This is an optimization exercise on Yosys and OpenROAD, whose aim is small area, not a production implementation.
Function was checked by simulation only, so behaviour that the tests miss may differ from the original.
No driver is modelled on the clock port, so clocking that relies on it looks cheaper here than on a real chip.
Power is estimated from default activity; no workload was simulated.

`flow/run.sh`:
```
#!/bin/bash
# synth_recipe.tcl (not shown) runs the flow's synth.tcl, then flattens the netlist and writes it again
# the make line also repeats each setting of config.mk as NAME=value (left out here)
make -C /OpenROAD-flow-scripts/flow DESIGN_CONFIG=/design/flow/config.mk WORK_HOME=/design/flow/orfs CLKGATE_MAP_FILE= SYNTH_SCRIPT=/design/flow/synth_recipe.tcl finish
```
`flow/config.mk`:
```
export PLATFORM = sky130hd
export DESIGN_NAME = pong_core
export DESIGN_NICKNAME = pong_core
export VERILOG_FILES = /design/flow/design.v
export SDC_FILE = /design/flow/constraint.sdc
export NUM_CORES = 4
export LEC_CHECK = 0
export CAP_MARGIN = 20
export CORE_MARGIN = 2
export CORE_UTILIZATION = 75
export SLEW_MARGIN = 20
```
`flow/constraint.sdc`:
```
create_clock -name core_clock -period 10.0 [get_ports {clk}]
set_input_delay 2.0000 -clock core_clock [delete_from_list [all_inputs] [get_ports {clk}]]
set_output_delay 2.0000 -clock core_clock [all_outputs]
set_load 0.01 [all_outputs]
```
`flow/design.v`:
```
module debounce(
    input PB,
    input clk,
    input Reset,
    output reg PB_state,
    output PB_down,
    output PB_up
);
reg PB_sync_0;  always @(posedge clk) if(Reset) PB_sync_0 <= 1'b0; else PB_sync_0 <= ~PB;
reg PB_sync_1;  always @(posedge clk) if(Reset) PB_sync_1 <= 1'b0; else PB_sync_1 <= PB_sync_0;
localparam [14:0] POL = 15'b010101010101010;
reg [14:0] PB_cnt_q;
wire [14:0] PB_cnt = PB_cnt_q ^ POL;
wire PB_idle = (PB_state==PB_sync_1);
wire low_zero = ~|PB_cnt[13:0];
wire PB_cnt_max = PB_cnt[14] & low_zero;    
wire fb = PB_cnt[14] ^ PB_cnt[13] ^ low_zero;
always @(posedge clk)
if(Reset | PB_idle)
    PB_cnt_q <= POL;
else
    PB_cnt_q <= {PB_cnt[13:0], fb} ^ POL;
always @(posedge clk)
if(Reset)
    PB_state <= 0;
else if(~PB_idle & PB_cnt_max)
    PB_state <= ~PB_state;
assign PB_down = ~PB_idle & PB_cnt_max & ~PB_state;
assign PB_up   = ~PB_idle & PB_cnt_max &  PB_state;
endmodule
module pong_core(clk,BTN_EAST, BTN_WEST, Reset, CounterX, CounterY, inDisplayArea, vga_R, vga_G, vga_B, oLed);
input clk;
input wire BTN_EAST, BTN_WEST;
input Reset;
input wire [9:0] CounterX;
input wire [8:0] CounterY;
input wire inDisplayArea;
output vga_R, vga_G, vga_B;
output wire [7:0] oLed;
reg [7:0] oLedCount;
reg [2:0] PaddleBlock;       
reg [9:0] ballX;
reg [8:0] ballY;
reg ball_inX, ball_inY;
reg ball_dirX, ball_dirY;
wire left, right;
debounce deboright(.PB(BTN_EAST), .clk(clk), .Reset(Reset), .PB_state(),.PB_down(right),.PB_up());
debounce deboleft (.PB(BTN_WEST), .clk(clk), .Reset(Reset), .PB_state(),.PB_down(left),.PB_up());
always @(posedge clk)
if(Reset)
	PaddleBlock <= 3'd3;
else if(right & ~left)
	PaddleBlock <= PaddleBlock + 3'd1;
else if(left & ~right & (|PaddleBlock))
	PaddleBlock <= PaddleBlock - 3'd1;
function plus1_7; input [6:0] a; input [6:0] b;
  integer i; reg ok; reg [7:0] xx; begin
  xx = {1'b0, a ^ b}; ok = xx[0];
  for (i=0;i<7;i=i+1)
    if (xx[i]) ok = ok & (xx[i+1] ? (~a[i] & b[i]) : a[i]);
    else ok = ok & ~xx[i+1];
  plus1_7 = ok; end endfunction
wire [9:0] ex = CounterX ^ ballX;
wire [8:0] ey = CounterY ^ ballY;
wire x0  = ~|ex;
wire x8  = ~|ex[2:0] & plus1_7(CounterX[9:3], ballX[9:3]);
wire x16 = ~|ex[3:0] & plus1_7({1'b0, CounterX[9:4]}, {1'b0, ballX[9:4]});
wire y0  = ~|ey;
wire y8  = ~|ey[2:0] & plus1_7({1'b0, CounterY[8:3]}, {1'b0, ballY[8:3]});
wire y16 = ~|ey[3:0] & plus1_7({2'b0, CounterY[8:4]}, {2'b0, ballY[8:4]});
always @(posedge clk)
if(Reset)
	ball_inX <= 0;
else if(ball_inX==0)
	ball_inX <= x0 & ball_inY;
else
	ball_inX <= !x16;
always @(posedge clk)
if(Reset)
	ball_inY <= 0;
else if(ball_inY==0)
	ball_inY <= y0;
else
	ball_inY <= !y16;
wire ball = ball_inX & ball_inY;
wire border = (CounterX[9:3]==0) || (CounterX[9:3]==79) || (CounterY[8:3]==0) || (CounterY[8:3]==59);
wire [3:0] pb1 = {1'b0, PaddleBlock} + 4'd1;
wire padA = (CounterX[9:6] == {1'b0, PaddleBlock}) && (CounterX[5:3] != 3'd0);
wire padB = (CounterX[9:6] == pb1) && !((CounterX[5:3] == 3'd7) && (CounterX[2:0] != 3'd0));
wire paddle = (padA | padB) && (CounterY[8:4]==27);
wire BouncingObject = border | paddle;
reg ResetCollision;
always @(posedge clk) if(Reset) ResetCollision <= 0; else ResetCollision <= (CounterY==500) & (CounterX==0);
reg CollisionX1, CollisionX2, CollisionY1, hitBottom, collisionPaddle;
always @(posedge clk) if(ResetCollision | Reset) CollisionX1<=0; else if(BouncingObject & x0  & y8 ) CollisionX1<=1;
always @(posedge clk) if(ResetCollision | Reset) CollisionX2<=0; else if(BouncingObject & x16 & y8 ) CollisionX2<=1;
always @(posedge clk) if(ResetCollision | Reset) CollisionY1<=0; else if(BouncingObject & x8  & y0 ) CollisionY1<=1;
always @(posedge clk) if(ResetCollision | Reset) hitBottom<=0;   else if(x8 & y16) hitBottom<=1;
always @(posedge clk) if(ResetCollision | Reset) collisionPaddle<=0; else if(paddle & x8 & y16) collisionPaddle<=1;
wire bottomOnDown   = (ballY[8:3] == 6'd57);
wire bottomOnBorder = bottomOnDown | (ballX[9:3] == 7'd78);
wire collisionDown = hitBottom & bottomOnDown;
wire CollisionY2   = (hitBottom & bottomOnBorder) | collisionPaddle;
wire UpdateBallPosition = ResetCollision;
reg newGame;
always @(posedge clk)
	if (Reset | collisionDown) newGame<=0; else newGame<=1;
wire en = UpdateBallPosition & newGame;
reg fresh;
wire [7:0] c = oLedCount;
wire hi = |c[7:5];
wire [4:0] l = c[4:0];
wire v1 = ~hi & (fresh ? (l >= 1 && l <= 10) : (l <= 9));
wire v2 = ~hi & (fresh ? (l >= 11 && l <= 20) : (l >= 10 && l <= 19));
wire v3 = ~hi & (fresh ? (l >= 21 && l <= 26) : (l >= 20 && l <= 25));
wire [1:0] velm1 = v1 ? 2'd0 : v2 ? 2'd1 : v3 ? 2'd2 : 2'd3;    
wire enx = en & ~(CollisionX1 & CollisionX2);
wire eny = en & ~(CollisionY1 & CollisionY2);
wire [2:0] lx = ball_dirX ? {1'b0, ballX[1:0]} - {1'b0, velm1} - 3'd1 : {1'b0, ballX[1:0]} + {1'b0, velm1} + 3'd1;
wire [2:0] ly = ball_dirY ? {1'b0, ballY[1:0]} - {1'b0, velm1} - 3'd1 : {1'b0, ballY[1:0]} + {1'b0, velm1} + 3'd1;
wire [10:0] tx;
wire [9:0] ty;
wire [8:0] tl;
assign tx[2] = enx & lx[2];
assign ty[2] = eny & ly[2];
assign tl[0] = en & collisionPaddle;
genvar i;
generate for (i=2;i<10;i=i+1) begin: gx assign tx[i+1] = tx[i] & (ballX[i] ^ ball_dirX); end endgenerate
generate for (i=2;i<9;i=i+1) begin: gy assign ty[i+1] = ty[i] & (ballY[i] ^ ball_dirY); end endgenerate
generate for (i=0;i<8;i=i+1) begin: gl assign tl[i+1] = tl[i] & c[i]; end endgenerate
always @(posedge clk)
if(Reset)
begin
	oLedCount <= 0;
	fresh <= 0;
	ballX <= 10'd312;
	ballY <= 9'd200;
	ball_dirX <= 0;
	ball_dirY <= 0;
end
else
begin
	oLedCount <= oLedCount ^ tl[7:0];
	if (en) fresh <= collisionPaddle;
	ballX <= {ballX[9:2] ^ tx[9:2], enx ? lx[1:0] : ballX[1:0]};
	ballY <= {ballY[8:2] ^ ty[8:2], eny ? ly[1:0] : ballY[1:0]};
	if (enx & CollisionX2) ball_dirX <= 1; else if (enx & CollisionX1) ball_dirX <= 0;
	if (eny & CollisionY2) ball_dirY <= 1; else if (eny & CollisionY1) ball_dirY <= 0;
end
assign oLed = oLedCount;
reg vga_RB, vga_G;
always @(posedge clk)
if(Reset)
begin
  vga_RB <= 0;
  vga_G <= 0;
end
else
begin
  vga_RB <= (BouncingObject | ball) & inDisplayArea;
  vga_G <= BouncingObject & inDisplayArea;
end
assign vga_R = vga_RB;
assign vga_B = vga_RB;
endmodule
```
==> summary.txt, run 1 <==
# TYPE chip_impl_metric gauge
chip_impl_info{name="result_of_the_run",value="timing/DRC/antenna clean"} 1
chip_impl_info{name="cts_tree",value="done"} 1
chip_impl_metric{name="max_freq",unit="MHz"} 223
chip_impl_metric{name="place.port_buffers",unit=""} 34
chip_impl_metric{name="total_switching_power",unit="mW"} 0.145
chip_impl_metric{name="cts_max_path_buffers",unit=""} 2
chip_impl_metric{name="critPathMaxStageDelay",unit="ns"} 0.59
chip_impl_info{name="ys.flop_type",value="sky130_fd_sc_hd__dfxtp_1"} 1
chip_impl_metric{name="grt_antenna_before_repair",unit=""} 0
chip_impl_metric{name="synth-seq-cells",unit=""} 80
chip_impl_metric{name="clock_skew",unit="ns"} 0.00813
chip_impl_metric{name="synth_edf_count",unit=""} 0
chip_impl_metric{name="global_route.usage.met1",unit="%"} 40.1
chip_impl_metric{name="synth-async-reset-ratio",unit="%"} 0
chip_impl_info{name="cts-root-buf",value="sky130_fd_sc_hd__clkbuf_8"} 1
chip_impl_metric{name="syn2layout_area_growth",unit="%"} 13.4
chip_impl_metric{name="path_clk_slew",unit="ns"} 0.08
chip_impl_metric{name="postCtsResizedCells",unit=""} 0
chip_impl_metric{name="clock_buffer_count_from_cts",unit=""} 9
chip_impl_metric{name="detailedPlacementHpwl",unit="µm"} 6590
chip_impl_metric{name="synth.top_cell.area_share",unit="%"} 38.3
chip_impl_metric{name="grtUsageMet3",unit="%"} 7.70
chip_impl_metric{name="wirelength",unit="µm"} 9500
chip_impl_metric{name="power_per_cell_area",unit="mW/mm²"} 123
chip_impl_metric{name="post_route_cells_drive_above_1_share",unit="%"} 6.31
chip_impl_metric{name="min_period",unit="ns"} 4.48
chip_impl_metric{name="critical_path_peak_fanout",unit=""} 6
chip_impl_metric{name="insertion_delay",unit="ns"} 0.36
chip_impl_metric{name="slew_headroom",unit="%"} 40.4
chip_impl_metric{name="clock-sinks",unit=""} 80
chip_impl_metric{name="cts_hold_buf",unit=""} 0
chip_impl_metric{name="detail_route.wl_per_cell",unit="µm"} 16.4
chip_impl_metric{name="detail-route-antenna-nets",unit=""} 0
chip_impl_metric{name="layout.nets",unit=""} 555
chip_impl_metric{name="syn-num-nets",unit=""} 522
chip_impl_metric{name="grt_pass1_vias",unit=""} 3477
chip_impl_metric{name="placeableCoreArea",unit="mm²"} 0.00544
chip_impl_metric{name="comb_power_share",unit="%"} 7.0
chip_impl_metric{name="hold_violations_final",unit=""} 0
chip_impl_metric{name="mapped_area",unit="mm²"} 0.00418
chip_impl_metric{name="max_cap_viol_count",unit=""} 0
chip_impl_metric{name="groute.usage.overall",unit="%"} 32.9
chip_impl_metric{name="io_pins",unit=""} 35
chip_impl_metric{name="syn_inst",unit=""} 469
chip_impl_metric{name="timing_max_transition_violations_final",unit=""} 0
chip_impl_metric{name="h-tree-depth",unit=""} 3
chip_impl_metric{name="syn-mean-instance-area",unit="µm²"} 8.91
chip_impl_info{name="timing.critical_path.from_type",value="primary input"} 1
chip_impl_metric{name="worstMarginPinSlew",unit="ns"} 0.894
chip_impl_metric{name="dieArea",unit="mm²"} 0.00619
chip_impl_info{name="synth_most_common_cell",value="sky130_fd_sc_hd__dfxtp_1"} 1
chip_impl_metric{name="final-setup-viol-count",unit=""} 0
chip_impl_metric{name="post-layout-total-power",unit="mW"} 0.582
chip_impl_metric{name="synth.distinct_cells",unit=""} 66
chip_impl_metric{name="routabilityCongestion",unit=""} 0.914
chip_impl_metric{name="route.detailed.drc",unit=""} 0
chip_impl_metric{name="std_cell_rows",unit=""} 27
chip_impl_metric{name="timing.critical_path.buf_inv",unit=""} 2
chip_impl_metric{name="post_cts_buffers",unit=""} 0
chip_impl_info{name="yosysTopAreaCell",value="sky130_fd_sc_hd__dfxtp_1"} 1
chip_impl_info{name="hold_path.class",value="register to register"} 1
chip_impl_info{name="cp_slowest_cell",value="sky130_fd_sc_hd__clkdlybuf4s50_1"} 1
chip_impl_metric{name="total_congestion_overflow_after_global_routing",unit=""} 0
chip_impl_metric{name="route.detailed.vias_per_inst",unit=""} 6.09
chip_impl_info{name="gr-max-usage-layer",value="met2"} 1
chip_impl_metric{name="vias",unit=""} 3527
chip_impl_metric{name="clock_power_share",unit="%"} 37.6
chip_impl_metric{name="fin_crit_sh",unit="%"} 44.8
chip_impl_metric{name="share_seq_of_total_power",unit="%"} 55.4
chip_impl_metric{name="grt_start_max_net_pins",unit=""} 53
chip_impl_info{name="top_post_synthesis_cells_by_area",value="sky130_fd_sc_hd__dfxtp_1 (38%), sky130_fd_sc_hd__ha_1 (7.2%), sky130_fd_sc_hd__nor2_1 (4.2%), sky130_fd_sc_hd__xnor2_1 (3.8%), sky130_fd_sc_hd__nand2_1 (3.0%)"} 1
chip_impl_metric{name="total_leakage_power",unit="nW"} 1.81
chip_impl_metric{name="floorplan.die.height",unit="µm"} 78.6
chip_impl_metric{name="die_x",unit="µm"} 78.6
chip_impl_info{name="setup.worst_path.end_class",value="register"} 1
chip_impl_info{name="rsz_0062_raised_after_global_routing",value="false"} 1
chip_impl_info{name="netlist_top_cells_count",value="sky130_fd_sc_hd__dfxtp_1 (80), sky130_fd_sc_hd__nor2_1 (47), sky130_fd_sc_hd__nand2_1 (33)"} 1
chip_impl_metric{name="starting_density",unit="%"} 76.8
chip_impl_metric{name="switching_share",unit="%"} 24.9
chip_impl_metric{name="detailed_route_iter0_violations",unit=""} 187
chip_impl_metric{name="irDropWorstVdd",unit="mV"} 0.118
chip_impl_info{name="worstPathCellList",value="clkdlybuf4s50_1 -> inv_1 -> ha_1 -> or3b_1 -> a32o_1 -> or4_4 -> or4b_4 -> o21ai_1"} 1
chip_impl_info{name="cpLargestDelayFamily",value="simple AND/OR/NAND/NOR gates"} 1
chip_impl_metric{name="synth_warnings",unit=""} 2
chip_impl_metric{name="part_of_the_yosys_area_used_for_sequential_elements",unit="%"} 38.3
chip_impl_metric{name="groute.layer.met2.usage",unit="%"} 57.4
chip_impl_metric{name="first_pass_iters",unit=""} 4
chip_impl_info{name="crit_type",value="primary input to register"} 1
chip_impl_metric{name="grt_first_pass_wirelength",unit="µm"} 15900
chip_impl_metric{name="num_antenna_cells",unit=""} 0
chip_impl_metric{name="worst-endpoint-arrival",unit="ns"} 4.76
chip_impl_metric{name="critPathRequiredTime",unit="ns"} 10.29
chip_impl_metric{name="tns",unit="ns"} 0
chip_impl_metric{name="hold_slack",unit="ns"} 0.382
chip_impl_metric{name="cellInternalPower",unit="mW"} 0.437
==> sequential cells by signal, summed over array words and instances (netlist names), 3 cells and up <==
signal,cells
deboleft.PB_cnt_q,15
deboright.PB_cnt_q,15
ballX,10
ballY,9
oLedCount,8
PaddleBlock,3
==> layout by cell type, fill, tap and decap left out, types with 3 or more instances in the layout <==
cell and n:
sky130_fd_sc_hd__mux2i_1 10, sky130_fd_sc_hd__and4_1 4, sky130_fd_sc_hd__and3_1 4, sky130_fd_sc_hd__or4_1 6, sky130_fd_sc_hd__nor3_1 13, sky130_fd_sc_hd__nor2b_1 18
sky130_fd_sc_hd__o21ai_1 3, sky130_fd_sc_hd__xor2_1 14, sky130_fd_sc_hd__nor2_1 47, sky130_fd_sc_hd__clkdlybuf4s50_1 33, sky130_fd_sc_hd__or3b_1 3, sky130_fd_sc_hd__a21oi_1 24
sky130_fd_sc_hd__a31oi_1 3, sky130_fd_sc_hd__ha_1 24, sky130_fd_sc_hd__nand3_1 11, sky130_fd_sc_hd__or3b_2 3, sky130_fd_sc_hd__nor4_1 7, sky130_fd_sc_hd__fa_1 5
sky130_fd_sc_hd__nand2_1 33, sky130_fd_sc_hd__xnor2_1 18, sky130_fd_sc_hd__clkbuf_8 10, sky130_fd_sc_hd__nand3b_1 6, sky130_fd_sc_hd__a211oi_1 5, sky130_fd_sc_hd__o211ai_1 3
sky130_fd_sc_hd__dfxtp_1 80, sky130_fd_sc_hd__or3_1 8, sky130_fd_sc_hd__o21ai_0 16, sky130_fd_sc_hd__nor4b_1 4, sky130_fd_sc_hd__nand4_1 6, sky130_fd_sc_hd__clkinvlp_4 4
sky130_fd_sc_hd__inv_1 27, sky130_fd_sc_hd__nand2b_1 13
==> cell families after synthesis <==
logic type      synth area share, %
simple gates                   27.3
flops                          38.3
compound gates                 11.4
buf+inv                        3.59
xor+xnor                       6.71
fa+ha+maj                      9.58
mux                            3.02
==> power groups by stage <==
| stage | Sequential (mW) | Clock [mW] | Combinational [mW] |
|---|---|---|---|
| 3_5_place_dp | 0.330 | 0 | 0.0400 |
| 4_1_cts | 0.322 | 0.218 | 0.0403 |
| 2_1_floorplan | 0.328 | 0 | 0.0240 |
| 5_1_grt | 0.322 | 0.232 | 0.0450 |
| 3_3_place_gp | 0.330 | 0 | 0.0389 |
| 6_report | 0.322 | 0.219 | 0.0407 |
==> path summary, 6_finish.rpt <==
path                           to  slack [ns]  cells after the start            startpoint
max               collisionPaddle        5.52                      8           CounterX[7]
min          deboleft.PB_cnt_q[7]        0.38                      1  deboleft.PB_cnt_q[6]
max reg2reg              ballX[5]        6.63                      9          oLedCount[0]
min reg2reg  deboleft.PB_cnt_q[7]        0.38                      1  deboleft.PB_cnt_q[6]
==> routing by layer <==
metal,wire length (µm),part of all wire [%],vias up
li1,-,-,1725
met1,4030,42,1665
met2,4790,50,123
met3,519,5.5,14
met4,158,1.7,0
met5,0,0,-
==> metrics by stage <==
step	instances	util, %	cell area, µm²	setup WS (ns)
floorplan	469	-	4180	5.91
finish	579	87.1	4740	5.52
global placement	563	83.8	4560	5.23
detailed placement	563	83.8	4560	5.18
global route	579	87.1	4740	5.45
CTS	579	87.1	4740	5.54
==> layout make-up <==
| class | count | area [µm²] |
|---|---|---|
| multi-input combinational | 350 | 2430 |
| sequential | 80 | 1600 |
| fill | 291 | 702 |
| timing repair buffer | 34 | 335 |
| clock buffer | 10 | 138 |
| inverter | 27 | 101 |
| tap | 72 | 90.1 |
| clock inverter | 6 | 43.8 |
==> inputs of run 2 (changes only) <==
--- a/flow/config.mk
+++ b/flow/config.mk
@@ -7,5 +7,5 @@
 export LEC_CHECK = 0
 export CAP_MARGIN = 20
 export CORE_MARGIN = 2
-export CORE_UTILIZATION = 75
+export CORE_UTILIZATION = 40
 export SLEW_MARGIN = 20
==> run 2 against run 1 <==
Fmax up 0.60%. Synthesized cell count unchanged. Critical path type unchanged. Clock skew up 0.0055 ns. Core utilization down 40 points. Sequential share of layout area down 0.64 points. Final cell count up 11%. Design area up 1.9%. Clock-buffer cell count down 1. Largest cell class unchanged. Total power up 1.1%.
==> summary.txt, run 2 <==
# TYPE chip_impl_metric gauge
chip_impl_info{name="result_of_the_run",value="timing/DRC/antenna clean"} 1
chip_impl_metric{name="fin_crit_sh",unit="%"} 44.5
chip_impl_metric{name="placed_area",unit="mm²"} 0.00464
chip_impl_metric{name="post_layout_nonfiller_instances",unit=""} 644
chip_impl_metric{name="timing.critical_path.buf_inv",unit=""} 2
chip_impl_metric{name="critPathRequiredTime",unit="ns"} 10.30
chip_impl_metric{name="place.port_buffers",unit=""} 34
chip_impl_metric{name="final-setup-viol-count",unit=""} 0
chip_impl_metric{name="final_cell_area",unit="mm²"} 0.00483
chip_impl_metric{name="path_clk_slew",unit="ns"} 0.09
chip_impl_metric{name="syn2layout_area_growth",unit="%"} 15.5
chip_impl_metric{name="first_pass_iters",unit=""} 4
chip_impl_metric{name="total_leakage_power",unit="nW"} 1.82
chip_impl_info{name="ys.flop_type",value="sky130_fd_sc_hd__dfxtp_1"} 1
chip_impl_info{name="rsz_0062_raised_after_global_routing",value="false"} 1
chip_impl_metric{name="clock_skew",unit="ns"} 0.0136
chip_impl_metric{name="syn-mean-instance-area",unit="µm²"} 8.91
chip_impl_metric{name="cellInternalPower",unit="mW"} 0.435
chip_impl_metric{name="post_route_cells_drive_above_1_share",unit="%"} 6.50
chip_impl_info{name="min-delay-start",value="deboleft.PB_cnt_q[10]"} 1
chip_impl_info{name="cts_tree",value="done"} 1
chip_impl_metric{name="filler_cell_count",unit=""} 983
chip_impl_metric{name="layout.nets",unit=""} 556
chip_impl_metric{name="place_inst",unit=""} 628
chip_impl_metric{name="clock_buffer_count_from_cts",unit=""} 9
chip_impl_metric{name="grt_pass1_vias",unit=""} 3221
chip_impl_metric{name="wirelength",unit="µm"} 8790
chip_impl_metric{name="die_x",unit="µm"} 106
chip_impl_metric{name="hold_violations_final",unit=""} 0
chip_impl_metric{name="seqCellArea",unit="mm²"} 0.00160
chip_impl_metric{name="placeableCoreArea",unit="mm²"} 0.0102
chip_impl_info{name="worstPathCellList",value="clkdlybuf4s50_1 -> inv_1 -> ha_1 -> or3b_1 -> a32o_1 -> or4_4 -> or4b_4 -> o21ai_1"} 1
chip_impl_info{name="synth_most_common_cell",value="sky130_fd_sc_hd__dfxtp_1"} 1
chip_impl_info{name="top_post_synthesis_cells_by_area",value="sky130_fd_sc_hd__dfxtp_1 (38%), sky130_fd_sc_hd__ha_1 (7.2%), sky130_fd_sc_hd__nor2_1 (4.2%), sky130_fd_sc_hd__xnor2_1 (3.8%), sky130_fd_sc_hd__nand2_1 (3.0%)"} 1
chip_impl_metric{name="detailed_route_iter0_violations",unit=""} 143
chip_impl_info{name="cpLargestDelayFamily",value="simple AND/OR/NAND/NOR gates"} 1
chip_impl_metric{name="synth-seq-cells",unit=""} 80
chip_impl_metric{name="grt_start_max_net_pins",unit=""} 53
chip_impl_metric{name="io_pins",unit=""} 35
chip_impl_metric{name="worstMarginPinSlew",unit="ns"} 0.684
chip_impl_metric{name="dieArea",unit="mm²"} 0.0113
chip_impl_metric{name="critical_path_peak_fanout",unit=""} 6
chip_impl_metric{name="postLayoutCoreUtil",unit="%"} 47.2
chip_impl_metric{name="grt_first_pass_wirelength",unit="µm"} 15100
chip_impl_info{name="crit_type",value="primary input to register"} 1
chip_impl_info{name="layout.cells.most_common_list",value="sky130_fd_sc_hd__dfxtp_1 (80), sky130_fd_sc_hd__nor2_1 (47), sky130_fd_sc_hd__nand2_1 (33), sky130_fd_sc_hd__clkdlybuf4s50_1 (33), sky130_fd_sc_hd__inv_1 (27)"} 1
chip_impl_metric{name="starting_density",unit="%"} 40.8
chip_impl_info{name="dr.max_layer_used",value="met4"} 1
chip_impl_metric{name="syn_inst",unit=""} 469
chip_impl_metric{name="multiInputGateArea",unit="mm²"} 0.00243
chip_impl_metric{name="route.detailed.drc",unit=""} 0
chip_impl_metric{name="mapped_area",unit="mm²"} 0.00418
chip_impl_metric{name="cts_max_path_buffers",unit=""} 2
chip_impl_metric{name="setup_slack_reg_to_reg",unit="ns"} 6.78
chip_impl_metric{name="share_seq_of_total_power",unit="%"} 54.7
chip_impl_metric{name="pre_cts_ws",unit="ns"} 5.16
chip_impl_metric{name="met1_length",unit="µm"} 4390
chip_impl_info{name="crit-reg2reg-launch",value="oLedCount[2]"} 1
chip_impl_metric{name="std_cell_rows",unit=""} 37
chip_impl_metric{name="insertion_delay",unit="ns"} 0.37
chip_impl_metric{name="irDropWorstVdd",unit="mV"} 0.0994
chip_impl_info{name="cp_slowest_cell",value="sky130_fd_sc_hd__clkdlybuf4s50_1"} 1
chip_impl_metric{name="wl_met2",unit="µm"} 3820
chip_impl_metric{name="synth.top_cell.area_share",unit="%"} 38.3
chip_impl_metric{name="synth-async-reset-ratio",unit="%"} 0
chip_impl_info{name="timing.critical_path.from_type",value="primary input"} 1
chip_impl_metric{name="max_freq",unit="MHz"} 225
chip_impl_info{name="netlist_top_cells_count",value="sky130_fd_sc_hd__dfxtp_1 (80), sky130_fd_sc_hd__nor2_1 (47), sky130_fd_sc_hd__nand2_1 (33)"} 1
chip_impl_metric{name="groute.usage.overall",unit="%"} 17.1
chip_impl_info{name="reg_top3",value="deboleft.PB_cnt_q (15), deboright.PB_cnt_q (15), ballX (10)"} 1
chip_impl_info{name="hold_path.class",value="register to register"} 1
chip_impl_metric{name="timing_max_transition_violations_final",unit=""} 0
chip_impl_info{name="setup.worst_path.end_class",value="register"} 1
chip_impl_metric{name="postCtsResizedCells",unit=""} 0
chip_impl_metric{name="switching_share",unit="%"} 26.1
chip_impl_metric{name="grt_antenna_before_repair",unit=""} 0
chip_impl_metric{name="h-tree-depth",unit=""} 3
chip_impl_metric{name="max_cap_viol_count",unit=""} 0
chip_impl_metric{name="vias",unit=""} 3317
chip_impl_info{name="yosysTopAreaCell",value="sky130_fd_sc_hd__dfxtp_1"} 1
chip_impl_metric{name="final.setup.worst_slack",unit="ns"} 5.55
chip_impl_metric{name="clock_power_share",unit="%"} 38.3
chip_impl_metric{name="clock-sinks",unit=""} 80
chip_impl_info{name="cts-root-buf",value="sky130_fd_sc_hd__clkbuf_8"} 1
chip_impl_metric{name="detailedPlacementHpwl",unit="µm"} 6530
chip_impl_metric{name="routabilityCongestion",unit=""} 0.804
chip_impl_metric{name="syn-num-nets",unit=""} 522
chip_impl_metric{name="cts_hold_buf",unit=""} 0
chip_impl_metric{name="tns",unit="ns"} 0
chip_impl_info{name="crit_path_start",value="CounterX[7]"} 1
chip_impl_metric{name="total_congestion_overflow_after_global_routing",unit=""} 0
chip_impl_metric{name="slew_headroom",unit="%"} 54.0
chip_impl_metric{name="comb_power_share",unit="%"} 6.9
chip_impl_metric{name="post_cts_buffers",unit=""} 0
chip_impl_info{name="layout.cells.most_common",value="sky130_fd_sc_hd__dfxtp_1"} 1
chip_impl_metric{name="critPathMaxStageDelay",unit="ns"} 0.58
chip_impl_metric{name="num_antenna_cells",unit=""} 0
chip_impl_metric{name="worst-endpoint-arrival",unit="ns"} 4.75
chip_impl_metric{name="synth.distinct_cells",unit=""} 66
chip_impl_metric{name="route.detailed.vias_per_inst",unit=""} 5.15
chip_impl_metric{name="power_per_cell_area",unit="mW/mm²"} 122
chip_impl_metric{name="synth_warnings",unit=""} 2
chip_impl_metric{name="detail_route.wl_per_cell",unit="µm"} 13.6
chip_impl_metric{name="floorplan.die.height",unit="µm"} 106
chip_impl_metric{name="part_of_the_yosys_area_used_for_sequential_elements",unit="%"} 38.3
chip_impl_metric{name="detail-route-antenna-nets",unit=""} 0
chip_impl_metric{name="min_period",unit="ns"} 4.45
chip_impl_metric{name="total_switching_power",unit="mW"} 0.154
chip_impl_metric{name="detailroute.wirelength.met3",unit="µm"} 373
chip_impl_metric{name="synth_edf_count",unit=""} 0
==> run 2: cell types whose count changed in the layout (fill, tap and decap cells not counted), sizes merged <==
cell      before  now
inv           28   31
clkinvlp       4    2
buf            1    2
clkbuf        10    9
==> run 2: area by class of cell <==
type | instances | area share [%]
Timing Repair Buffer | 35 | 7.10
Multi-Input combinational cell | 350 | 50.3
Inverter | 27 | 2.10
Sequential cell | 80 | 33.2
Clock buffer | 9 | 2.57
Clock inverter | 7 | 1.27
Tap cell | 136 | 3.52
==> run 2: logic make-up (layout without fill, tap and decap cells) <==
family,after synthesis,after routing,synth area share (%)
and+or+nand+nor,203,203,27.3
xor gates and xnor gates,32,32,6.71
buffers and inverters,39,78,3.59
adders and majority gates,29,29,9.58
DFF,80,80,38.3
AOI/OAI and AO/OA,74,74,11.4
muxes,12,12,3.02
==> run 2: routing by layer <==
metal | GRT usage (%) | up-vias
met5 | 0 | -
met1 | 22.0 | 1510
met3 | 5.58 | 15
met2 | 26.2 | 62
li1 | - | 1730
met4 | 7.52 | 0
==> run 2: power by group through the flow <==
stage / combinational [mW] / sequential (mW) / clock (mW)
floorplan: 0.0240 / 0.328 / 0
global placement: 0.0401 / 0.329 / 0
detailed placement: 0.0408 / 0.330 / 0
CTS: 0.0410 / 0.322 / 0.238
global route: 0.0453 / 0.323 / 0.252
finish: 0.0408 / 0.322 / 0.226
==> run 2: path summary, 6_finish.rpt <==
check,cells past startpoint,endpoint
worst min-delay path,1,deboleft.PB_cnt_q[11]
worst max-delay path,8,collisionPaddle
worst min register to register,1,deboleft.PB_cnt_q[11]
worst max register to register,11,ballX[5]
==> run 2: per-stage QoR <==
step                      hold WS (ns)  total power [mW]
after floorplan                  0.352             0.352
after global placement           0.363             0.370
after detailed placement         0.364             0.370
after CTS                        0.378             0.601
after global routing             0.396             0.620
final                            0.372             0.589
==> inputs of run 3 (changes only) <==
==> flow/flow/run.sh (new file) <==
#!/bin/bash
# The standard layout, with the smallest buffer on each input and output port.
set -euo pipefail
bash standard.sh BUFFER_PORTS_ARGS="-buffer_cell sky130_fd_sc_hd__buf_1" finish > standard.log 2>&1
==> flow/standard.sh (new file) <==
#!/bin/bash
# synth_recipe.tcl (not shown) runs the flow's synth.tcl, then flattens the netlist and writes it again
# the make line also repeats each setting of config.mk as NAME=value (left out here)
make -C /OpenROAD-flow-scripts/flow DESIGN_CONFIG=/design/flow/config.mk WORK_HOME=/design/flow/orfs CLKGATE_MAP_FILE= SYNTH_SCRIPT=/design/flow/synth_recipe.tcl "${@:-finish}"
--- a/flow/config.mk
+++ b/flow/config.mk
@@ -7,5 +7,5 @@
 export LEC_CHECK = 0
 export CAP_MARGIN = 20
 export CORE_MARGIN = 2
-export CORE_UTILIZATION = 40
+export CORE_UTILIZATION = 75
 export SLEW_MARGIN = 20
removed: flow/run.sh
==> run 3 against run 2 <==
Still clean. Clock power is 4% higher. Combinational power shrank 14%. Via count increased by 4.3%. Global-route usage up 13 points. Largest power group unchanged.
==> summary.txt, run 3 <==
# TYPE chip_impl_metric gauge
chip_impl_metric{name="syn-mean-instance-area",unit="µm²"} 8.91
chip_impl_info{name="min-delay-start",value="deboright.PB_cnt_q[8]"} 1
chip_impl_info{name="crit-reg2reg-capture",value="ballX[5]"} 1
chip_impl_info{name="setup.worst_path.end_class",value="register"} 1
chip_impl_metric{name="max_cap_viol_count",unit=""} 0
chip_impl_metric{name="h-tree-depth",unit=""} 3
chip_impl_metric{name="power_per_cell_area",unit="mW/mm²"} 130
chip_impl_metric{name="part_of_the_yosys_area_used_for_sequential_elements",unit="%"} 38.3
chip_impl_info{name="netlist_top_cells_count",value="sky130_fd_sc_hd__dfxtp_1 (80), sky130_fd_sc_hd__nor2_1 (47), sky130_fd_sc_hd__nand2_1 (33)"} 1
chip_impl_metric{name="detail_route.wl_per_cell",unit="µm"} 15.5
chip_impl_metric{name="synth_edf_count",unit=""} 0
chip_impl_metric{name="total_congestion_overflow_after_global_routing",unit=""} 0
chip_impl_metric{name="clock_skew",unit="ns"} 0.00775
chip_impl_metric{name="route.detailed.vias_per_inst",unit=""} 5.97
chip_impl_metric{name="total_leakage_power",unit="nW"} 1.74
chip_impl_metric{name="vias",unit=""} 3461
chip_impl_metric{name="irDropWorstVdd",unit="mV"} 0.105
chip_impl_metric{name="synth-seq-cells",unit=""} 80
chip_impl_metric{name="synth.top_cell.area_share",unit="%"} 38.3
chip_impl_info{name="yosysTopAreaCell",value="sky130_fd_sc_hd__dfxtp_1"} 1
chip_impl_metric{name="detail-route-antenna-nets",unit=""} 0
chip_impl_metric{name="fin_crit_sh",unit="%"} 41.2
chip_impl_metric{name="post_cts_buffers",unit=""} 0
chip_impl_metric{name="cts_hold_buf",unit=""} 0
chip_impl_info{name="timing.critical_path.from_type",value="primary input"} 1
chip_impl_metric{name="detailed_route_iter0_violations",unit=""} 143
chip_impl_metric{name="io_pins",unit=""} 35
chip_impl_metric{name="starting_density",unit="%"} 76.8
chip_impl_info{name="crit-reg2reg-launch",value="oLedCount[2]"} 1
chip_impl_metric{name="hold_slack",unit="ns"} 0.384
chip_impl_metric{name="post-layout-total-power",unit="mW"} 0.593
chip_impl_metric{name="placeableCoreArea",unit="mm²"} 0.00544
chip_impl_info{name="crit_type",value="primary input to register"} 1
chip_impl_metric{name="syn_inst",unit=""} 469
chip_impl_metric{name="route.detailed.drc",unit=""} 0
chip_impl_metric{name="syn-num-nets",unit=""} 522
chip_impl_metric{name="post_layout_nonfiller_instances",unit=""} 580
chip_impl_metric{name="final-setup-viol-count",unit=""} 0
chip_impl_metric{name="path_clk_slew",unit="ns"} 0.07
chip_impl_metric{name="min_period",unit="ns"} 4.12
chip_impl_metric{name="hold_violations_final",unit=""} 0
chip_impl_metric{name="wirelength",unit="µm"} 8990
chip_impl_metric{name="place_inst",unit=""} 564
chip_impl_metric{name="grt_antenna_before_repair",unit=""} 0
chip_impl_info{name="cts_tree",value="done"} 1
chip_impl_metric{name="slew_headroom",unit="%"} 53.6
chip_impl_metric{name="routabilityCongestion",unit=""} 0.929
chip_impl_metric{name="final.setup.worst_slack",unit="ns"} 5.88
chip_impl_metric{name="mapped_area",unit="mm²"} 0.00418
chip_impl_metric{name="place.port_buffers",unit=""} 34
chip_impl_metric{name="syn2layout_area_growth",unit="%"} 9.01
chip_impl_info{name="cts-root-buf",value="sky130_fd_sc_hd__clkbuf_8"} 1
chip_impl_metric{name="clock_buffer_count_from_cts",unit=""} 9
chip_impl_metric{name="critPathRequiredTime",unit="ns"} 10.27
chip_impl_metric{name="std_cell_rows",unit=""} 27
chip_impl_metric{name="grt_pass1_vias",unit=""} 3317
chip_impl_metric{name="synth-async-reset-ratio",unit="%"} 0
chip_impl_info{name="ys.flop_type",value="sky130_fd_sc_hd__dfxtp_1"} 1
chip_impl_metric{name="critical_path_peak_fanout",unit=""} 6
chip_impl_info{name="top_post_synthesis_cells_by_area",value="sky130_fd_sc_hd__dfxtp_1 (38%), sky130_fd_sc_hd__ha_1 (7.2%), sky130_fd_sc_hd__nor2_1 (4.2%), sky130_fd_sc_hd__xnor2_1 (3.8%), sky130_fd_sc_hd__nand2_1 (3.0%)"} 1
chip_impl_info{name="hold_path.class",value="register to register"} 1
chip_impl_info{name="worstPathCellList",value="buf_1 -> inv_1 -> ha_1 -> or3b_1 -> a32o_1 -> or4_4 -> or4b_4 -> o21ai_1"} 1
chip_impl_metric{name="layout.nets",unit=""} 556
chip_impl_metric{name="dieArea",unit="mm²"} 0.00619
chip_impl_info{name="result_of_the_run",value="timing/DRC/antenna clean"} 1
chip_impl_metric{name="max_freq",unit="MHz"} 242
chip_impl_info{name="layout.cells.most_common_list",value="sky130_fd_sc_hd__dfxtp_1 (80), sky130_fd_sc_hd__nor2_1 (47), sky130_fd_sc_hd__nand2_1 (33), sky130_fd_sc_hd__buf_1 (33), sky130_fd_sc_hd__inv_1 (27)"} 1
chip_impl_metric{name="postCtsResizedCells",unit=""} 0
chip_impl_metric{name="filler_cell_count",unit=""} 315
chip_impl_metric{name="first_pass_iters",unit=""} 4
chip_impl_metric{name="cts_max_path_buffers",unit=""} 2
chip_impl_metric{name="setup_slack_reg_to_reg",unit="ns"} 6.70
chip_impl_info{name="crit_path_start",value="CounterX[7]"} 1
chip_impl_metric{name="tns",unit="ns"} 0
chip_impl_metric{name="critPathMaxStageDelay",unit="ns"} 0.56
chip_impl_metric{name="floorplan.die.height",unit="µm"} 78.6
chip_impl_metric{name="worstMarginPinSlew",unit="ns"} 0.697
chip_impl_info{name="cp-endpoint",value="collisionPaddle"} 1
chip_impl_info{name="rsz_0062_raised_after_global_routing",value="false"} 1
chip_impl_metric{name="worst-endpoint-arrival",unit="ns"} 4.40
chip_impl_metric{name="insertion_delay",unit="ns"} 0.35
chip_impl_metric{name="grt_start_max_net_pins",unit=""} 53
chip_impl_info{name="cp_slowest_cell",value="sky130_fd_sc_hd__or4b_4"} 1
chip_impl_metric{name="synth_warnings",unit=""} 2
chip_impl_metric{name="pre_cts_ws",unit="ns"} 5.54
chip_impl_metric{name="post_route_cells_drive_above_1_share",unit="%"} 6.10
chip_impl_metric{name="clock-sinks",unit=""} 80
chip_impl_metric{name="synth.distinct_cells",unit=""} 66
chip_impl_metric{name="ff2ff_path_depth",unit=""} 11
chip_impl_metric{name="groute.usage.overall",unit="%"} 30.5
chip_impl_metric{name="timing_max_transition_violations_final",unit=""} 0
chip_impl_metric{name="num_antenna_cells",unit=""} 0
chip_impl_info{name="synth_most_common_cell",value="sky130_fd_sc_hd__dfxtp_1"} 1
chip_impl_info{name="layout.cells.most_common",value="sky130_fd_sc_hd__dfxtp_1"} 1
chip_impl_metric{name="grt_first_pass_wirelength",unit="µm"} 14900
chip_impl_metric{name="detailedPlacementHpwl",unit="µm"} 6330
chip_impl_metric{name="die_x",unit="µm"} 78.6
chip_impl_info{name="reg_top3",value="deboleft.PB_cnt_q (15), deboright.PB_cnt_q (15), ballX (10)"} 1
## run 3: cells by family after synthesis
logic type | share of synthesized area [%]
XOR/XNOR | 6.71
buffers and inverters | 3.59
AO/OA/AOI/OAI | 11.4
adder cells (fa/ha/maj) | 9.58
AND/OR/NAND/NOR | 27.3
flip-flops | 38.3
multiplexers | 3.02
## run 3: worst min path at each step
stage / slack (ns) / depth (start not counted) / to
6_report: 0.38 / 1 / deboright.PB_cnt_q[9]
3_5_place_dp: 0.37 / 1 / deboleft.PB_cnt_q[3]
5_1_grt: 0.40 / 1 / deboleft.PB_cnt_q[3]
2_1_floorplan: 0.35 / 1 / deboleft.PB_cnt_q[11]
4_1_cts: 0.39 / 1 / deboright.PB_cnt_q[11]
3_3_place_gp: 0.36 / 1 / deboleft.PB_cnt_q[9]
## run 3: critical path: cells and delay by family
| kind | cells | cell delay, ns |
|---|---|---|
| AOI/OAI and AO/OA | 2 | 0.37 |
| adders and majority gates | 1 | 0.36 |
| and+or+nand+nor | 3 | 1.39 |
| buffers and inverters | 2 | 0.28 |
## run 3: cell type report
class / count / area, µm² / area share, %
Inverter: 27 / 101 / 2.22
Multi-Input combinational cell: 350 / 2430 / 53.3
Clock buffer: 12 / 145 / 3.19
Tap cell: 72 / 90.1 / 1.98
Clock inverter: 4 / 53.8 / 1.18
Timing Repair Buffer: 35 / 136 / 2.99
Sequential cell: 80 / 1600 / 35.2
## run 3: through the flow
| step | instance area, µm² | util (%) |
|---|---|---|
| after floorplan | 4180 | - |
| after global placement | 4360 | 80.1 |
| after detailed placement | 4360 | 80.1 |
| after CTS | 4560 | 83.8 |
| after global routing | 4560 | 83.8 |
| final | 4560 | 83.8 |
## run 3: power breakdown
part / leakage, nW / internal, mW / switching [mW]
Clock: 0.0928 / 0.123 / 0.113
Combinational: 0.999 / 0.0142 / 0.0209
Sequential: 0.647 / 0.320 / 0.00230
## run 3: metal layers
layer  share of wire [%]  up-vias  routed length (µm)  global-route usage, %
met4                 1.5        0                 139                   8.77
met5                   0        -                   0                      0
met3                 4.1       16                 370                   7.01
li1                    -     1726                   -                      -
met2                  51       81                4540                   54.0
met1                  44     1638                3940                   36.8
==> inputs of run 4 (changes only) <==
==> flow/flow/run.sh (replaced) <==
#!/bin/bash
# The standard layout, with the smallest buffer on each input and output port
# and the clock tree collapsed into one root buffer (flow/collapse_cts.tcl).
set -euo pipefail
here=$(pwd)
bash standard.sh \
  BUFFER_PORTS_ARGS="-buffer_cell sky130_fd_sc_hd__buf_1" \
  CTS_ARGS="-sink_clustering_enable -repair_clock_nets -dont_use_dummy_load -buf_list sky130_fd_sc_hd__clkbuf_16" \
  POST_CTS_TCL="$here/flow/collapse_cts.tcl" \
  finish > standard.log 2>&1
==> flow/flow/collapse_cts.tcl (new file) <==
# Runs at the end of the CTS step (POST_CTS_TCL): the clock tree that CTS
# built for this small design is collapsed into its root buffer, which is
# made large enough to drive every clock sink itself. The clock port still
# drives only that buffer.
set block [ord::get_db_block]
set db [ord::get_db]
set clk_port [$block findBTerm clk]
set clk_net [$clk_port getNet]
set root ""
foreach it [$clk_net getITerms] {
  if { [string match "sky130_fd_sc_hd__clkbuf_*" [[$it getInst] getMaster] ] } { }
  set inst [$it getInst]
  if { [string match "sky130_fd_sc_hd__clkbuf_*" [[$inst getMaster] getName]] } { set root $inst }
}
if { $root eq "" } { error "no clock root buffer found" }
set root_net [[$root findITerm X] getNet]
set sinks {}
set dead_insts {}
set dead_nets {}
proc walk { net } {
  global sinks dead_insts dead_nets
  foreach it [$net getITerms] {
    if { [$it isOutputSignal] } { continue }
    set inst [$it getInst]
    set m [[$inst getMaster] getName]
    if { [string match "sky130_fd_sc_hd__clkbuf_*" $m] || [string match "sky130_fd_sc_hd__clkinv*" $m] || [string match "sky130_fd_sc_hd__bufinv*" $m] } {
      lappend dead_insts $inst
      set out [$inst findITerm X]
      if { $out eq "NULL" || $out eq "" } { set out [$inst findITerm Y] }
      set onet [$out getNet]
      if { $onet ne "NULL" && $onet ne "" } { lappend dead_nets $onet; walk $onet }
    } else {
      lappend sinks $it
    }
  }
}
walk $root_net
puts "collapse_cts: [llength $sinks] sinks, removing [llength $dead_insts] buffers"
foreach it $sinks { $it disconnect; $it connect $root_net }
foreach inst $dead_insts { odb::dbInst_destroy $inst }
foreach net $dead_nets { odb::dbNet_destroy $net }
$root swapMaster [$db findMaster sky130_fd_sc_hd__clkbuf_16]
detailed_placement
check_placement -verbose
estimate_parasitics -placement
report_clock_skew
--- a/flow/config.mk
+++ b/flow/config.mk
@@ -7,5 +7,5 @@
 export LEC_CHECK = 0
 export CAP_MARGIN = 20
 export CORE_MARGIN = 2
-export CORE_UTILIZATION = 75
+export CORE_UTILIZATION = 60
 export SLEW_MARGIN = 20
==> run 4 against run 3 <==
Wire length down 7.7%. Total power grew 4.8%. Sequential share of layout area fell by 0.28 points. Critical path depth stayed put. Largest power group unchanged. Non-clock buffer count stayed put. Global-route usage is 7.2 points lower. Core utilization is 16 points lower. Sequential power hardly changed. Still clean on timing, DRC and antenna.
==> summary.txt, run 4 <==
# TYPE chip_impl_metric gauge
chip_impl_metric{name="hold_violations_final",unit=""} 0
chip_impl_metric{name="groute.layer.met2.usage",unit="%"} 38.4
chip_impl_metric{name="route.detailed.vias_per_inst",unit=""} 5.82
chip_impl_info{name="result_of_the_run",value="timing/DRC/antenna clean"} 1
chip_impl_metric{name="die_x",unit="µm"} 87.5
chip_impl_metric{name="grtUsageMet3",unit="%"} 4.83
chip_impl_info{name="reg_top3",value="deboleft.PB_cnt_q (15), deboright.PB_cnt_q (15), ballX (10)"} 1
chip_impl_metric{name="irDropWorstVdd",unit="mV"} 0.0952
chip_impl_metric{name="wirelength",unit="µm"} 8300
chip_impl_metric{name="final-setup-viol-count",unit=""} 0
chip_impl_info{name="synth_most_common_cell",value="sky130_fd_sc_hd__dfxtp_1"} 1
chip_impl_metric{name="routabilityCongestion",unit=""} 0.804
chip_impl_info{name="layout.cells.most_common_list",value="sky130_fd_sc_hd__dfxtp_1 (80), sky130_fd_sc_hd__nor2_1 (47), sky130_fd_sc_hd__nand2_1 (33), sky130_fd_sc_hd__buf_1 (33), sky130_fd_sc_hd__inv_1 (27)"} 1
chip_impl_metric{name="synth_edf_count",unit=""} 0
chip_impl_metric{name="grt_antenna_before_repair",unit=""} 0
chip_impl_info{name="hold_path.class",value="register to register"} 1
chip_impl_metric{name="postLayoutCoreUtil",unit="%"} 68.0
chip_impl_metric{name="synth.top_cell.area_share",unit="%"} 38.3
chip_impl_metric{name="starting_density",unit="%"} 61.9
chip_impl_info{name="crit_type",value="primary input to register"} 1
chip_impl_metric{name="first_pass_iters",unit=""} 4
chip_impl_metric{name="critPathMaxStageDelay",unit="ns"} 0.56
chip_impl_metric{name="syn2layout_area_growth",unit="%"} 9.88
chip_impl_metric{name="hold_slack",unit="ns"} 0.376
chip_impl_metric{name="syn-num-nets",unit=""} 522
chip_impl_info{name="setup.worst_path.end_class",value="register"} 1
chip_impl_metric{name="std_cell_rows",unit=""} 30
chip_impl_metric{name="timing.critical_path.buf_inv",unit=""} 2
chip_impl_info{name="cpLargestDelayFamily",value="simple AND/OR/NAND/NOR gates"} 1
chip_impl_metric{name="groute.usage.overall",unit="%"} 23.3
chip_impl_metric{name="worst-endpoint-arrival",unit="ns"} 4.41
chip_impl_metric{name="detail_route.wl_per_cell",unit="µm"} 14.3
chip_impl_metric{name="power_per_cell_area",unit="mW/mm²"} 135
chip_impl_info{name="netlist_top_cells_count",value="sky130_fd_sc_hd__dfxtp_1 (80), sky130_fd_sc_hd__nor2_1 (47), sky130_fd_sc_hd__nand2_1 (33)"} 1
chip_impl_metric{name="post_route_cells_drive_above_1_share",unit="%"} 5.19
chip_impl_info{name="cp_slowest_cell",value="sky130_fd_sc_hd__or4b_4"} 1
chip_impl_metric{name="detailed_route_iter0_violations",unit=""} 167
chip_impl_metric{name="min_period",unit="ns"} 4.16
chip_impl_metric{name="clock_skew",unit="ns"} 0.0143
chip_impl_info{name="worstPathCellList",value="buf_1 -> inv_1 -> ha_1 -> or3b_1 -> a32o_1 -> or4_4 -> or4b_4 -> o21ai_1"} 1
chip_impl_metric{name="grt_pass1_vias",unit=""} 3078
chip_impl_metric{name="critical_path_peak_fanout",unit=""} 6
chip_impl_metric{name="grt_first_pass_wirelength",unit="µm"} 14100
chip_impl_info{name="layout.cells.most_common",value="sky130_fd_sc_hd__dfxtp_1"} 1
chip_impl_metric{name="tns",unit="ns"} 0
chip_impl_metric{name="io_pins",unit=""} 35
chip_impl_metric{name="worstMarginPinSlew",unit="ns"} 0.623
chip_impl_metric{name="place.port_buffers",unit=""} 34
chip_impl_metric{name="synth-async-reset-ratio",unit="%"} 0
chip_impl_info{name="cts_tree",value="done"} 1
chip_impl_info{name="gr-max-usage-layer",value="met2"} 1
chip_impl_metric{name="post-layout-total-power",unit="mW"} 0.622
chip_impl_metric{name="placeableCoreArea",unit="mm²"} 0.00676
chip_impl_metric{name="synth.distinct_cells",unit=""} 66
chip_impl_metric{name="insertion_delay",unit="ns"} 0.33
chip_impl_metric{name="mapped_area",unit="mm²"} 0.00418
chip_impl_metric{name="detailedPlacementHpwl",unit="µm"} 6220
chip_impl_metric{name="floorplan.die.height",unit="µm"} 87.5
chip_impl_metric{name="slew_headroom",unit="%"} 58.2
chip_impl_metric{name="dieArea",unit="mm²"} 0.00765
chip_impl_metric{name="syn_inst",unit=""} 469
chip_impl_metric{name="fin_crit_sh",unit="%"} 41.6
chip_impl_metric{name="filler_cell_count",unit=""} 594
chip_impl_metric{name="total_leakage_power",unit="nW"} 1.76
chip_impl_metric{name="timing_max_transition_violations_final",unit=""} 0
chip_impl_metric{name="grt_start_max_net_pins",unit=""} 53
chip_impl_info{name="top_post_synthesis_cells_by_area",value="sky130_fd_sc_hd__dfxtp_1 (38%), sky130_fd_sc_hd__ha_1 (7.2%), sky130_fd_sc_hd__nor2_1 (4.2%), sky130_fd_sc_hd__xnor2_1 (3.8%), sky130_fd_sc_hd__nand2_1 (3.0%)"} 1
chip_impl_metric{name="placed_area",unit="mm²"} 0.00437
chip_impl_info{name="ys.flop_type",value="sky130_fd_sc_hd__dfxtp_1"} 1
chip_impl_info{name="yosysTopAreaCell",value="sky130_fd_sc_hd__dfxtp_1"} 1
chip_impl_metric{name="part_of_the_yosys_area_used_for_sequential_elements",unit="%"} 38.3
chip_impl_metric{name="clock-sinks",unit=""} 80
chip_impl_metric{name="max_cap_viol_count",unit=""} 0
chip_impl_metric{name="max_freq",unit="MHz"} 240
chip_impl_metric{name="layout.nets",unit=""} 556
chip_impl_metric{name="critPathRequiredTime",unit="ns"} 10.25
chip_impl_metric{name="total_congestion_overflow_after_global_routing",unit=""} 0
chip_impl_info{name="rsz_0062_raised_after_global_routing",value="false"} 1
chip_impl_metric{name="syn-mean-instance-area",unit="µm²"} 8.91
chip_impl_metric{name="detail-route-antenna-nets",unit=""} 0
chip_impl_metric{name="synth-seq-cells",unit=""} 80
chip_impl_metric{name="num_antenna_cells",unit=""} 0
chip_impl_metric{name="vias",unit=""} 3384
chip_impl_metric{name="synth_warnings",unit=""} 2
chip_impl_metric{name="route.detailed.drc",unit=""} 0
chip_impl_info{name="timing.critical_path.from_type",value="primary input"} 1
chip_impl_metric{name="global_route.usage.met1",unit="%"} 30.1
chip_impl_metric{name="final_cell_area",unit="mm²"} 0.00459
chip_impl_metric{name="path_clk_slew",unit="ns"} 0.06
## run 4: logic make-up (layout without fill, tap and decap cells)
group,count (synthesis),after routing,share of synthesized area [%]
AND/OR/NAND/NOR,203,203,27.3
buffers and inverters,39,71,3.59
flip-flops,80,80,38.3
multiplexers,12,12,3.02
adder cells (fa/ha/maj),29,29,9.58
AO/OA/AOI/OAI,74,74,11.4
XOR/XNOR,32,32,6.71
## run 4: layout make-up
cell class                      count  area, µm²  share of cell area [%]
Clock buffer                        9        225                    4.90
Inverter                           27        101                    2.21
Multi-Input combinational cell    350       2430                    52.9
Sequential cell                    80       1600                    34.9
Tap cell                           80        100                    2.18
Timing Repair Buffer               35        136                    2.97
## run 4: per-stage QoR
stage / instances / setup slack (ns)
floorplan: 469 / 5.91
global placement: 572 / 5.61
detailed placement: 572 / 5.52
global route: 581 / 5.72
finish: 581 / 5.84
## run 4: report_power, final
part | total (mW) | internal, mW | leakage, nW | switching, mW
Clock | 0.264 | 0.158 | 0.111 | 0.106
Sequential | 0.323 | 0.321 | 0.647 | 0.00214
Combinational | 0.0349 | 0.0142 | 0.999 | 0.0207
## run 4: final timing paths
path	from	end	slack, ns	cells after the start
worst min register to register	deboleft.PB_cnt_q[12]	deboleft.PB_cnt_q[13]	0.38	1
worst max-delay path	CounterX[7]	collisionPaddle	5.84	8
worst min-delay path	deboleft.PB_cnt_q[12]	deboleft.PB_cnt_q[13]	0.38	1
worst max register to register	fresh	ballX[5]	6.79	9
## run 4: routing by layer
metal,vias to the layer above,routed length [µm]
met5,-,0
met4,0,169
met3,17,321
met2,70,3980
met1,1573,3840
li1,1724,-

-- afterwards: timing with drivers on the ports --
In the flow no input, the clock included, has a driving cell. The finished layouts below were timed again as built, in two steps.
Step 1 sets driving cells, clkbuf_16 on the clock port and buf_2 on the other inputs (assumed; they add their load-dependent delay and slew).
Step 2 adds t to the input delays and takes it off the output delays; t is the mean of the earliest and latest rising clock arrival at the registers after step 1. Input paths then give back, and output paths get back, about the clock's delay inside the block.
Three values: ideal, step 1, step 2; two values: the first two.
run	t, ns	slack for setup (ns)	worst setup path at the end	clock arrival spread, ns	slew at the worst register clock pin (ns)
run 1	0.383	5.522 / 5.528 / 5.145	input to register	0.009 / 0.009	0.09 / 0.09
run 2	0.393	5.549 / 5.555 / 5.162	input to register	0.013 / 0.013	0.09 / 0.09
run 3	0.375	5.876 / 5.882 / 5.507	input to register	0.008 / 0.008	0.08 / 0.08
run 4	0.354	5.838 / 5.848 / 5.494	input to register	0.017 / 0.017	0.06 / 0.06
After both steps setup and hold are still met in every run listed. The setup slack of run 2, which loses most, moves by +0.006 ns with the drivers and by -0.387 ns with both steps.
